This design comes from an exercise in tuning for small area on the open sky130 flow, not from production work. Only simulation tests tie the RTL to the original design; equivalence was not proved. Power figures rest on the tool's default switching activity, not on a simulated workload. The flow treats the clock pin as an ideal source, which a real chip does not have.

raven:
==> module canny_top, before the edit <==
module canny_top #(
    parameter IMG_W = 256
)(
    input  wire        clk,
    input  wire        rst,
    input  wire [7:0]  pixel_in,
    output wire        out_valid,
    output wire [7:0]  pixel_out
);
    function [11:0] rca;
        input [11:0] a, b;
        input        cin;
        integer i;
        reg c;
        begin
            c = cin;
            for (i = 0; i < 12; i = i + 1) begin
                rca[i] = a[i] ^ b[i] ^ c;
                c = (a[i] & b[i]) | (a[i] & c) | (b[i] & c);
            end
        end
    endfunction
    reg  [7:0] col;
    reg  [2:0] row;
    wire [10:0] cnt = {row, col};
    always @(posedge clk) begin
        if (rst) begin
            col <= 8'd1;
            row <= 3'd0;
        end else begin
            col <= col + 8'd1;
            if (col == 8'd255 && row != 3'd7)
                row <= row + 3'd1;
        end
    end
    reg [8*767-1:0] xc;
    always @(posedge clk)
        xc <= {xc[8*766-1:0], rst ? 8'd0 : pixel_in};    
    localparam [1:0] C_H = 2'd0,    
                     C_D = 2'd1,    
                     C_V = 2'd2,    
                     C_W = 2'd3;    
    wire [9:0] mh_l;
    wire [1:0] cls_l;
    sobel_unit sob_l (
        .clk(clk),
        .x_top(xc[8*512-1 -: 8]), .x_mid(xc[8*256-1 -: 8]), .x_bot(pixel_in),
        .mh(mh_l), .cls(cls_l)
    );
    wire [9:0] mh_u;
    wire [1:0] cls_u;
    sobel_unit sob_u (
        .clk(clk),
        .x_top(xc[8*767-1 -: 8]), .x_mid(xc[8*511-1 -: 8]), .x_bot(xc[8*255-1 -: 8]),
        .mh(mh_u), .cls(cls_u)
    );
    wire valid_l_s = (cnt >= 11'd514) && (col != 8'd0) && (col != 8'd1);
    wire valid_u_s = (cnt >= 11'd769) && (col != 8'd255) && (col != 8'd0);
    reg [9:0] hl0;
    reg [9:0] hu0, hu1, hu2;
    reg [1:0] zl0, zl1;
    reg [1:0] zu0, zu1, zu2, zu3;
    always @(posedge clk) begin
        if (rst)
            hl0 <= 10'd0;
        else if (valid_l_s)
            hl0 <= mh_l;
        if (rst)
            hu0 <= 10'd0;
        else if (valid_u_s)
            hu0 <= mh_u;
        if (valid_l_s)
            zl0 <= cls_l;
        if (valid_u_s)
            zu0 <= cls_u;
        hu1 <= hu0; hu2 <= hu1;
        zl1 <= zl0;
        zu1 <= zu0; zu2 <= zu1; zu3 <= zu2;
    end
    wire l_ge_u1 = hl0 >= hu1;      
    wire u1_ge_l = hu1 >= hl0;
    wire l_ge_u2 = hl0 >= hu2;      
    wire u2_ge_l = hu2 >= hl0;
    wire u0_ge_l = hu0 >= hl0;      
    wire u0_ge_u1 = hu0 >= hu1;     
    wire u1_ge_u0 = hu1 >= hu0;
    reg [1:0] dl_ok;     
    reg       dn_ok;     
    reg       rt_ok;     
    reg [1:0] lt_ok;     
    always @(posedge clk) begin
        dl_ok <= {dl_ok[0], u0_ge_l};
        dn_ok <= u1_ge_l;
        rt_ok <= u1_ge_u0;
        lt_ok <= {lt_ok[0], u0_ge_u1};
    end
    wire up_chk = (zl1 == C_V) ? l_ge_u1 :
                  (zl1 == C_D) ? l_ge_u2 : 1'b1;
    reg [256:0] up_ok;          
    always @(posedge clk)
        up_ok <= {up_ok[255:0], up_chk};
    wire [9:0] hq = hu2;        
    reg        chk;
    always @* begin
        case (zu3)              
            C_H:     chk = lt_ok[1] & rt_ok;       
            C_W:     chk = rt_ok & dl_ok[1];       
            C_V:     chk = up_ok[256] & dn_ok;     
            default: chk = up_ok[256] & u2_ge_l;   
        endcase
    end
    wire alive = (cnt == 11'd772) || chk;
    wire       valid_n = (col != 8'd254) && (col != 8'd255) && (cnt >= 11'd772);
    wire [7:0] clip_q  = (hq[9:7] != 3'd0) ? 8'hFF : {hq[6:0], 1'b0};
    wire [7:0] ns_new  = (valid_n && alive) ? clip_q : 8'd0;
    function [14:0] pair_code;
        input [7:0] m, t;
        begin
            if (m[0])
                pair_code = {2'b11, 5'b0, t};
            else if (t[0])
                pair_code = {2'b10, 6'b0, m[7:1]};
            else
                pair_code = {1'b0, m[7:1], t[7:1]};
        end
    endfunction
    function [7:0] pair_mid;
        input [14:0] c;
        pair_mid = c[14] ? (c[13] ? 8'hFF : {c[6:0], 1'b0}) : {c[13:7], 1'b0};
    endfunction
    function [7:0] pair_top;
        input [14:0] c;
        pair_top = c[14] ? (c[13] ? c[7:0] : 8'hFF) : {c[6:0], 1'b0};
    endfunction
    reg [15*256-1:0] ncc;       
    wire [14:0] code_j = ncc[15*256-1 -: 15];
    wire [7:0]  n_mid  = pair_mid(code_j);       
    wire [7:0]  n_top  = pair_top(code_j);       
    wire [7:0]  n_bot  = ns_new;                 
    always @(posedge clk)
        ncc <= {ncc[15*255-1:0], pair_code(n_bot, n_mid)};
    wire [11:0] s_1 = rca({4'b0, n_top}, {4'b0, n_mid}, 1'b0);
    wire [11:0] s_w = rca(s_1, {4'b0, n_bot}, 1'b0);
    wire [9:0] s_new = s_w[9:0];
    reg  [9:0] s1, s2;
    always @(posedge clk) begin
        s1 <= s_new;
        s2 <= s1;
    end
    wire [11:0] sum_1 = rca({2'b0, s_new}, {2'b0, s1}, 1'b0);
    wire [11:0] sum9 = rca(sum_1, {2'b0, s2}, 1'b0);
    wire [7:0]  din_nx  = (col == 8'd250) ? pair_mid(ncc[15*254-1 -: 15]) : n_mid;
    wire [11:0] din9_nx = rca({1'b0, din_nx, 3'b000}, {4'b0, din_nx}, 1'b0) + 12'd8;
    wire        ge_nx   = (sum9 <= din9_nx);
    reg         is_strong, is_weak;     
    wire valid_l = (col != 8'd251) && (col != 8'd252) && (cnt >= 11'd509);
    reg [259:0] hc;             
    reg [7:0]   hcol;
    reg         wrapped;
    reg         connected;
    wire dout = (col == 8'd253) ? hc[2] : hc[0];
    wire r_col  = (col == 8'd253 || col == 8'd254) ? hc[259] : hc[257];
    wire r_col1 = (col == 8'd253) ? hc[258] : hc[256];
    wire e_new  = is_strong | (is_weak & connected);
    always @(posedge clk) begin
        hc <= {hc[258:0], e_new};
        if (rst) begin
            is_strong <= 1'b0;
            is_weak   <= 1'b0;
        end else if (valid_l) begin
            is_strong <= (din_nx >= 8'd155) && ge_nx;
            is_weak   <= (din_nx >= 8'd130) && ge_nx;
        end
        if (rst) begin
            hcol    <= 8'd0;
            wrapped <= 1'b0;
        end else if (valid_l) begin
            connected <= ((hcol != 8'd0) & dout) |
                         (wrapped & r_col) |
                         (wrapped & (hcol != 8'd255) & r_col1);
            hcol <= hcol + 8'd1;
            if (hcol == 8'd255)
                wrapped <= 1'b1;
        end
    end
    assign out_valid = (cnt >= 11'd516) && (col != 8'd4) && (col != 8'd5);
    assign pixel_out = {8{hc[8]}};
endmodule
==> flow/config.mk <==
export PLATFORM = sky130hd
export DESIGN_NAME = canny_top
export DESIGN_NICKNAME = canny_top
export VERILOG_FILES = /design/flow/design.v
export SDC_FILE = /design/flow/constraint.sdc
export NUM_CORES = 8
export LEC_CHECK = 0
export ABC_AREA = 1
export CAP_MARGIN = 20
export CORE_MARGIN = 2
export CORE_UTILIZATION = 65
export GPL_TIMING_DRIVEN = 0
export SLEW_MARGIN = 20
==> flow/constraint.sdc <==
create_clock -name core_clock -period 12.0 [get_ports {clk}]
set_input_delay 2.4000 -clock core_clock [delete_from_list [all_inputs] [get_ports {clk}]]
set_output_delay 2.4000 -clock core_clock [all_outputs]
set_load 0.01 [all_outputs]
standard.sh (not shown) runs the stock make flow with config.mk's settings and CLKGATE_MAP_FILE= SYNTH_SCRIPT=/design/flow/synth_recipe.tcl, a recipe that flattens the netlist after the stock synthesis.
==> flow/flow/run.sh <==
#!/bin/bash
# Standard layout (the standard.sh), with clock tree synthesis told not to
# add dummy balancing loads and to cluster up to 32 flip-flops per leaf buffer.
set -euo pipefail
export CTS_ARGS="-sink_clustering_enable -repair_clock_nets -dont_use_dummy_load -sink_clustering_size 32 -sink_clustering_max_diameter 80"
bash standard.sh > standard.log 2>&1
Changes in sierra relative to raven:
-- flow/design.v --
<<< raven, line 78
    always @(posedge clk) begin
        if (rst) begin
            col <= 8'd1;
            row <= 3'd0;
        end else begin
>>> sierra, line 78
    always @(posedge clk) begin
        if (rst) begin
            col <= 8'd0;
            row <= 3'd0;
        end else begin
<<< raven, line 86
        end
    end
    reg [8*767-1:0] xc;
    always @(posedge clk)
        xc <= {xc[8*766-1:0], rst ? 8'd0 : pixel_in};    
    localparam [1:0] C_H = 2'd0,    
                     C_D = 2'd1,    
>>> sierra, line 86
        end
    end
    reg [8*768-1:0] xc;
    always @(posedge clk)
        xc <= {xc[8*767-1:0], rst ? 8'd0 : pixel_in};    
    localparam [1:0] C_H = 2'd0,    
                     C_D = 2'd1,    
<<< raven, line 97
    sobel_unit sob_l (
        .clk(clk),
        .x_top(xc[8*512-1 -: 8]), .x_mid(xc[8*256-1 -: 8]), .x_bot(pixel_in),
        .mh(mh_l), .cls(cls_l)
    );
>>> sierra, line 97
    sobel_unit sob_l (
        .clk(clk),
        .x_top(xc[8*513-1 -: 8]), .x_mid(xc[8*257-1 -: 8]), .x_bot(xc[7:0]),
        .mh(mh_l), .cls(cls_l)
    );
<<< raven, line 104
    sobel_unit sob_u (
        .clk(clk),
        .x_top(xc[8*767-1 -: 8]), .x_mid(xc[8*511-1 -: 8]), .x_bot(xc[8*255-1 -: 8]),
        .mh(mh_u), .cls(cls_u)
    );
>>> sierra, line 104
    sobel_unit sob_u (
        .clk(clk),
        .x_top(xc[8*768-1 -: 8]), .x_mid(xc[8*512-1 -: 8]), .x_bot(xc[8*256-1 -: 8]),
        .mh(mh_u), .cls(cls_u)
    );
<<< raven, line 236
        end
    end
    assign out_valid = (cnt >= 11'd516) && (col != 8'd4) && (col != 8'd5);
    assign pixel_out = {8{hc[8]}};
endmodule
>>> sierra, line 236
        end
    end
    assign out_valid = (cnt >= 11'd515) && (col != 8'd3) && (col != 8'd4);
    assign pixel_out = {8{hc[7]}};
endmodule
[summary]
- Area of all placed cells without fillers of raven is on par with sierra.
- Diff sierra and raven: design internal power lower in raven
- From raven to sierra the numbers moved as follows: die area shows no meaningful change, first-pass GRT wire length shrank by about 1.2%, post-detailed-routing wire length lower.
- [compare] base=raven new=sierra: peak supply drop higher; global-route usage lower; headroom to the max-slew limit higher; die width roughly the same.
- The sequential fraction of the synthesis area was comparable across sierra and raven.
- For number of standard cells after synthesis, sierra and raven come out practically identical.
- On number of instances in the placed design, sierra and raven are neck and neck.

-- afterwards: timing with drivers on the ports --
The results above use ideal ports. As a check the final layouts listed here were re-extracted and re-timed, cells and wires unchanged.
Step 1 assumes that a clkbuf_16 drives the clock port and a buf_2 every other input.
Step 2 adds t to the input delays and takes it off the output delays; t is the mean of the earliest and latest rising clock arrival at the registers after step 1. Input paths then give back, and output paths get back, about the clock's delay inside the block.
Slacks: ideal / step 1 / step 2; pairs: ideal / step 1.
| run | shift t [ns] | setup slack, ns | hold slack, ns | worst setup path after step 2 |
|---|---|---|---|---|
| raven | 0.982 | 0.431 / 0.483 / -0.498 | 0.254 / 0.254 / 0.254 | input to register |
| sierra | 0.988 | 0.905 / 0.905 / 0.905 | 0.233 / 0.233 / 0.233 | register to register |
With both steps, setup timing fails in raven, where it was met with ideal ports. The setup slack of raven, which loses most, moves by +0.052 ns with the drivers and by -0.929 ns with both steps.
